Background: an optimization exercise with open tools, aiming at small area and a short achievable clock period. Do not read the settings as production practice. The RTL was checked by simulation tests, not by an equivalence proof against the original design. Power figures rest on the tool's default switching activity, not on a simulated workload.

Design reduce_instr, start of the top module:
module reduce_instr (
	input  [81:0] packetIn,
	input  [60:0] new_comm,
	input         clk,
	input         rst,
	output        rd_en,
	output [84:0] packetOut
);
Size in the first run: about 1300 cells after synthesis, roughly 230 I/O pins, ~14000 sq um of cells after synthesis.
clock: 20.0 ns
lec_check: 0
abc_area: 1
cap_margin: 20
core_margin: 2
core_utilization: 40
slew_margin: 20
standard.sh (not shown) runs the stock make flow with config.mk's settings and CLKGATE_MAP_FILE= SYNTH_SCRIPT=/design/flow/synth_recipe.tcl, a recipe that flattens the netlist after the stock synthesis.
==> flow/flow/run.sh <==
#!/bin/bash
# Standard synthesis; its combinational cells re-mapped by ABC for area
# (flip-flops untouched); then the standard layout steps, with buf_1 port
# buffers, a larger setup target for timing repair and a lighter clock tree.
set -euo pipefail
export BUFFER_PORTS_ARGS="-buffer_cell sky130_fd_sc_hd__buf_1"
export SETUP_SLACK_MARGIN=10
export CTS_ARGS="-sink_clustering_enable -repair_clock_nets -buf_list sky130_fd_sc_hd__clkbuf_8 -sink_clustering_size 14 -sink_clustering_max_diameter 80 -dont_use_dummy_load"
bash standard.sh synth > synth.log 2>&1
R=orfs/results/$FLOW_PLATFORM/reduce_instr/base
cp $R/1_2_yosys.v std_synth.v
export REMAP_LIB=$FLOW_HOME/platforms/$FLOW_PLATFORM/lib/sky130_fd_sc_hd__tt_025C_1v80.lib
export REMAP_IN=std_synth.v REMAP_OUT=remapped.v REMAP_TOP=$FLOW_TOP
export REMAP_DONT_USE="$(cat flow/dont_use.txt)"
$FLOW_HOME/../tools/install/yosys/bin/yosys -c flow/remap.tcl > remap.log 2>&1
cp remapped.v $R/1_2_yosys.v
rm -f $R/1_synth.odb $R/1_synth.sdc
bash standard.sh finish > finish.log 2>&1
==> flow/flow/remap.tcl <==
# Re-map the combinational cells of the standard synthesis netlist with ABC's
# default area-oriented script. The flip-flop instances (names, cell types)
# are kept as they are: they are black boxes here.
set lib $::env(REMAP_LIB)
yosys read_liberty -ignore_miss_func -overwrite -setattr liberty_cell $lib
yosys read_verilog $::env(REMAP_IN)
yosys hierarchy -top $::env(REMAP_TOP)
set seq {}
foreach c [split [string trim [exec grep -oE {sky130_fd_sc_hd__[a-z0-9_]+} $::env(REMAP_IN) | sort -u]] "\n"] {
  if { [regexp {__(e?dfxtp|dfrtp|dfstp|dfbbp|sdf|dl)} $c] } { lappend seq $c }
}
yosys blackbox {*}$seq
yosys flatten
yosys opt -purge
set du {}
foreach c $::env(REMAP_DONT_USE) { lappend du -dont_use $c }
yosys abc -liberty $lib {*}$du
yosys opt_clean -purge
yosys stat -liberty $lib
yosys write_verilog -noattr -nohex -nodec $::env(REMAP_OUT)
Other scripts of this flow, unchanged in this note and not shown: flow/flow/dont_use.txt
Change:
--- a/flow/flow/run.sh
+++ b/flow/flow/run.sh
@@ -14,0 +15 @@
+export REMAP_FAST=flow/fast.abc
==> flow/flow/fast.abc (new file) <==
strash
dc2
dch
map -B 0.9
--- a/flow/flow/remap.tcl
+++ b/flow/flow/remap.tcl
@@ -16,0 +17,2 @@
+yosys select -set cone w:rd_en %cie*
+yosys abc -script $::env(REMAP_FAST) -liberty $lib {*}$du @cone
--- a/flow/config.mk
+++ b/flow/config.mk
@@ -11 +11 @@
-export CORE_UTILIZATION = 40
+export CORE_UTILIZATION = 55
Effect: Global-route usage grows by 3.8 points; design area shrinks by a few percent; synthesized cell count grows by a few percent; setup slack improved by 1.2 ns; routed wire length shrinks by about a fifth; first-iteration DRC count grows by roughly a tenth; utilization grows by 17 points.

The RTL this note starts from:
==> flow/design.v <==
`timescale 1ns / 1ns
module reduce_instr (
	input  [81:0] packetIn,
	input  [60:0] new_comm,
	input         clk,
	input         rst,
	output        rd_en,
	output [84:0] packetOut
);
function [5:0] addr6;
	input [5:0] i;
	addr6 = {i[5], i[5]^i[2], i[4], i[4]^i[1], i[3], i[3]^i[0]};
endfunction
function [8:0] expand;
	input [5:0] a;
	expand = {1'b0, a[5:4], 1'b0, a[3:2], 1'b0, a[1:0]};
endfunction
function [5:0] rank_addr;
	input [8:0] r;
	rank_addr = (r[8:6] == 3'd0) ? addr6(r[5:0]) : 6'd0;
endfunction
reg        t_v    [0:3];
reg [8:0]  t_root [0:3];
reg [8:0]  t_lr   [0:3];
reg [2:0]  t_ch   [0:3];
reg [3:0]  t_lg   [0:3];
reg [5:0]  t_p1   [0:3];
reg [5:0]  t_p2   [0:3];
reg [5:0]  t_p3   [0:3];
wire wr = new_comm[60] && (new_comm[59:54] == 6'd0);
wire [1:0] wsel = new_comm[53:52];
integer n;
always @(posedge clk) begin
	for (n = 0; n < 4; n = n + 1) begin
		if (rst)
			t_v[n] <= 1'b0;
		else if (wr && wsel == n)
			t_v[n] <= 1'b1;
		if (wr && wsel == n) begin
			t_root[n] <= new_comm[51:43];
			t_lr[n]   <= new_comm[42:34];
			t_ch[n]   <= new_comm[33:31];
			t_lg[n]   <= new_comm[30:27];
			t_p3[n]   <= rank_addr(new_comm[26:18]);
			t_p2[n]   <= rank_addr(new_comm[17:9]);
			t_p1[n]   <= rank_addr(new_comm[8:0]);
		end
	end
end
wire [7:0] pkt_context = packetIn[53:46];
reg  [3:0] rs;
reg  [8:0] root, lr;
reg  [2:0] ch;
reg  [3:0] lg4;
reg  [5:0] p1, p2, p3;
always @(*) begin
	root = 0; lr = 0; ch = 0; lg4 = 0; p1 = 0; p2 = 0; p3 = 0;
	for (n = 0; n < 4; n = n + 1) begin
		rs[n] = (pkt_context == n) && t_v[n];
		root = root | ({9{rs[n]}} & t_root[n]);
		lr   = lr   | ({9{rs[n]}} & t_lr[n]);
		ch   = ch   | ({3{rs[n]}} & t_ch[n]);
		lg4  = lg4  | ({4{rs[n]}} & t_lg[n]);
		p1   = p1   | ({6{rs[n]}} & t_p1[n]);
		p2   = p2   | ({6{rs[n]}} & t_p2[n]);
		p3   = p3   | ({6{rs[n]}} & t_p3[n]);
	end
end
wire row_valid = |rs;
wire [2:0] lg = lg4[2:0];
wire [5:0] fa3 = (lr[1:0] == 2'd0 && ch[2] == 1'b0) ? addr6({ch[1:0], lg4}) : 6'd0;
wire [5:0] fa4 = (root[1:0] == 2'd0 && lr[8] == 1'b0) ? addr6(lr[7:2]) : 6'd0;
function [5:0] fsel;
	input [2:0] k;
	input en;
	input [5:0] a0, a1, a2, a3, a4;
	begin
		fsel = 6'd0;
		if (en) case (k)
			3'd0: fsel = a0;
			3'd1: fsel = a1;
			3'd2: fsel = a2;
			3'd3: fsel = a3;
			3'd4: fsel = a4;
			default: fsel = 6'd0;
		endcase
	end
endfunction
wire [7:0] tag_raw   = packetIn[45:38];
wire [7:0] lgmask    = ~(8'hFF << lg);
wire [7:0] t_tag     = tag_raw & lgmask;
wire [8:0] t_rank    = packetIn[62:54];
wire [3:0] t_op      = packetIn[35:32];
wire       from_guest = (packetIn[71:63] != 9'd0);
wire       vin       = packetIn[81];
wire op_bc   = (t_op == 4'b0111);
wire op_ring = (t_op == 4'b1001);
wire op_dbl  = (t_op == 4'b1110) || (t_op == 4'b1010);
reg [8:0] dst_ring;
reg       home_ring;
wire rd_en_ring = home_ring || !from_guest;
always @(posedge clk) begin
	if (rst) begin
		home_ring <= 1'b0;
		dst_ring  <= 9'd0;
	end else if (vin) begin
		dst_ring  <= home_ring ? 9'd0 : (lr == 9'd7) ? root : (lr < 9'd63) ? expand(addr6(lr[5:0] + 6'd1)) : 9'd0;
		home_ring <= from_guest && !home_ring && op_ring;
	end else
		dst_ring  <= 9'd0;
end
wire [4:0] ku = {2'b0, lg} - {2'b0, ch} - 5'd1;
wire [5:0] dst_uptree = (lr == 9'd0) ? 6'd0 : fsel(ku[2:0], !ku[4] && !ku[3], p1, p2, p3, fa3, fa4);
reg [5:0] dst_bcast;
reg [3:0] sa_b;
reg       home_b, send_home_b, one_child;
wire [5:0] kb = {3'b0, lg} - {3'b0, ch} + {2'b0, sa_b};
wire rd_en_bcast = (lr == 9'd0) ? ({2'b0, ch} == {1'b0, sa_b} + 5'd2) :
                   (ch == 3'd1) ? one_child : (home_b || lr[0]);
always @(posedge clk) begin
	if (rst) begin
		dst_bcast <= 6'd0;
		sa_b      <= 4'd0;
		home_b    <= 1'b0;
		one_child <= 1'b0;
	end else if (vin) begin
		if (ch != 3'd0 && sa_b == {1'b0, ch} - 4'd1) begin
			sa_b   <= 4'd0;
			home_b <= (lr != 9'd0);
		end else begin
			if (!home_b && op_bc) sa_b <= sa_b + 4'd1;
			home_b <= 1'b0;
		end
		case (ch)
			3'd0: dst_bcast <= 6'd0;
			3'd1: dst_bcast <= one_child ? 6'd0 : p3;
			default: dst_bcast <= send_home_b ? 6'd0 : fsel(kb[2:0], kb[5:3] == 3'd0, p1, p2, p3, fa3, fa4);
		endcase
		one_child <= (ch == 3'd1) && !one_child && op_bc;
	end
end
always @(posedge clk)
	send_home_b <= rst ? 1'b0 : home_b;
wire [2:0] tx = t_tag[2:0] ^ lr[2:0];
wire [1:0] hidx = tx[2] ? 2'd0 : tx[1] ? 2'd1 : tx[0] ? 2'd2 : 2'd0;
wire       tag_eq8 = (t_tag == lr[7:0]);
reg  [5:0] dst_halving;
always @(posedge clk) begin
	if (rst)
		dst_halving <= 6'd0;
	else if (vin)
		dst_halving <= tag_eq8 ? 6'd0 : (hidx == 2'd2) ? p3 : (hidx == 2'd1) ? p2 : p1;
end
reg [5:0] dst_doubling;
reg [3:0] sa_d;
reg       home_d, send_home_d;
wire [9:0] sub  = {1'b0, t_rank} - {1'b0, lr};
wire [8:0] diff = sub[9] ? (lr - t_rank) : sub[8:0];
reg  [3:0] base2;
integer a;
always @(*) begin
	base2 = 4'd0;
	for (a = 0; a < 9; a = a + 1)
		if (diff[a]) base2 = a + 1;
end
wire [7:0] half     = (lg == 3'd0) ? 8'd0 : (8'd1 << (lg - 3'd1));
wire       diff_half = (diff == {1'b0, half});
wire [4:0] sb       = {1'b0, sa_d} + {1'b0, base2};           
wire [5:0] xd       = {3'b0, lg} - 6'd1 - {1'b0, sb};         
wire rd_en_doubling = from_guest ? (home_d || diff_half) : ({2'b0, lg} == sb + 5'd2);
always @(posedge clk) begin
	if (rst) begin
		dst_doubling <= 6'd0;
		sa_d         <= 4'd0;
		home_d       <= 1'b0;
	end else if (vin) begin
		if (({2'b0, lg} == sb + 5'd1) && !home_d) begin
			sa_d   <= 4'd0;
			home_d <= from_guest;
		end else begin
			if (op_dbl && !home_d) sa_d <= sa_d + 4'd1;
			home_d <= 1'b0;
		end
		dst_doubling <= (send_home_d || diff_half) ? 6'd0 : fsel(xd[2:0], xd[5:3] == 3'd0, p1, p2, p3, fa3, fa4);
	end
end
always @(posedge clk)
	send_home_d <= rst ? 1'b0 : home_d;
assign rd_en = op_dbl ? rd_en_doubling : op_ring ? rd_en_ring : op_bc ? rd_en_bcast : 1'b1;
wire [8:0] pkt_dst = packetIn[80:72];
wire mfm = (pkt_dst == 9'd0) && row_valid;
reg [8:0] dsel;
reg [2:0] csel;
always @(*) begin
	dsel = 9'd0;
	csel = 3'd0;
	case (t_op)
		4'b0101, 4'b0110, 4'b1000: dsel = expand(dst_halving);
		4'b0111: dsel = expand(dst_bcast);
		4'b1001: dsel = dst_ring;
		4'b1010: dsel = expand(dst_doubling);
		4'b1011: dsel = expand(dst_uptree);
		4'b1100: begin dsel = expand(dst_uptree); csel = ch; end
		4'b1101, 4'b1111: begin
			dsel = expand(dst_halving);
			csel = (tag_eq8 && !lr[8]) ? lg : {1'b0, hidx};
		end
		4'b1110: begin
			dsel = expand(dst_doubling);
			csel = (send_home_d || diff_half) ? lg : (sb[2:0] - {2'b0, (sb >= {2'b0, lg})});
		end
		default: ;
	endcase
end
wire fwd = mfm && (dsel != 9'd0);
reg [8:0]  dst_o;
reg [2:0]  children;
reg [7:0]  tag;
reg [31:0] payload;
reg [7:0]  contextId;
reg [3:0]  op;
reg [1:0]  algtype;
reg [8:0]  rank_o, src_o;
reg        valid;
always @(posedge clk) begin
	if (rst) begin
		dst_o    <= 9'd0;
		children <= 3'd0;
		tag      <= 8'd0;
	end else begin
		dst_o    <= pkt_dst | (mfm ? dsel : 9'd0);
		children <= mfm ? csel : 3'd0;
		tag      <= tag_raw;
	end
	if (rst || !vin) begin
		payload   <= 32'd0;
		contextId <= 8'd0;
		op        <= 4'd0;
		algtype   <= 2'd0;
		rank_o    <= 9'd0;
		src_o     <= 9'd0;
		valid     <= 1'b0;
	end else begin
		payload   <= packetIn[31:0];
		contextId <= pkt_context;
		op        <= t_op;
		algtype   <= packetIn[37:36];
		rank_o    <= fwd ? lr : t_rank;
		src_o     <= fwd ? 9'd0 : packetIn[71:63];
		valid     <= 1'b1;
	end
end
assign packetOut = {children, valid, dst_o, src_o, rank_o, contextId, tag, algtype, op, payload};
endmodule
make LEC_CHECK=0 CAP_MARGIN=20 CORE_MARGIN=2 CORE_UTILIZATION=40 SLEW_MARGIN=20 finish   # period 20.0 ns
run.sh (not shown) runs the stock make flow with config.mk's settings and CLKGATE_MAP_FILE= SYNTH_SCRIPT=/design/flow/synth_recipe.tcl, a recipe that flattens the netlist after the stock synthesis.
Stock flow here: none of the scripts above is used.
The starting point ran to the end with no violations.
Change:
Settings changed: SETUP_SLACK_MARGIN set to 5.
Maximum frequency is higher by a little under a tenth.
Clock power hardly moves.
Design area is higher slightly.
Global-route usage is about the same.
Register-to-register slack improves by 1200 ps.
Routed wire length is about the same.
Power is about the same.
Clock skew is about the same.
Utilization is higher by 0.42 points.

[port drivers added, routing unchanged]
The flow's constraints put no driver on any port. The routed layouts listed below were extracted and timed again, unchanged, in two steps. Step 1: set_driving_cell puts a clkbuf_16 on clk and a buf_2 on each other input, an assumption about the parent block. Step 2 times the ports against the registers' clock, not the clock port: input delays grow and output delays shrink by t, the midpoint of the rising clock arrivals with the driver on. a / b / c = ideal ports / drivers / drivers and shift; a / b = the first two.
run	t, ns	setup WS [ns]	worst setup path after step 2	latest minus earliest clock arrival (ns)	worst slew at a driven data input, ns
the first run of note 1	0.618	7.531 / 7.494 / 7.494	input to output	0.048 / 0.048	0.07
the second run of note 1	0.602	8.777 / 8.745 / 8.745	input to output	0.022 / 0.022	0.06
the first run of note 2	0.593	4.190 / 4.169 / 4.169	input to output	0.031 / 0.031	0.08
the second run of note 2	0.587	5.333 / 5.310 / 5.310	input to output	0.030 / 0.030	0.08
After both steps setup and hold are still met in every run listed. For the first run of note 1, which loses most, drivers alone change the setup slack by -0.037 ns; drivers and shift together by -0.037 ns.
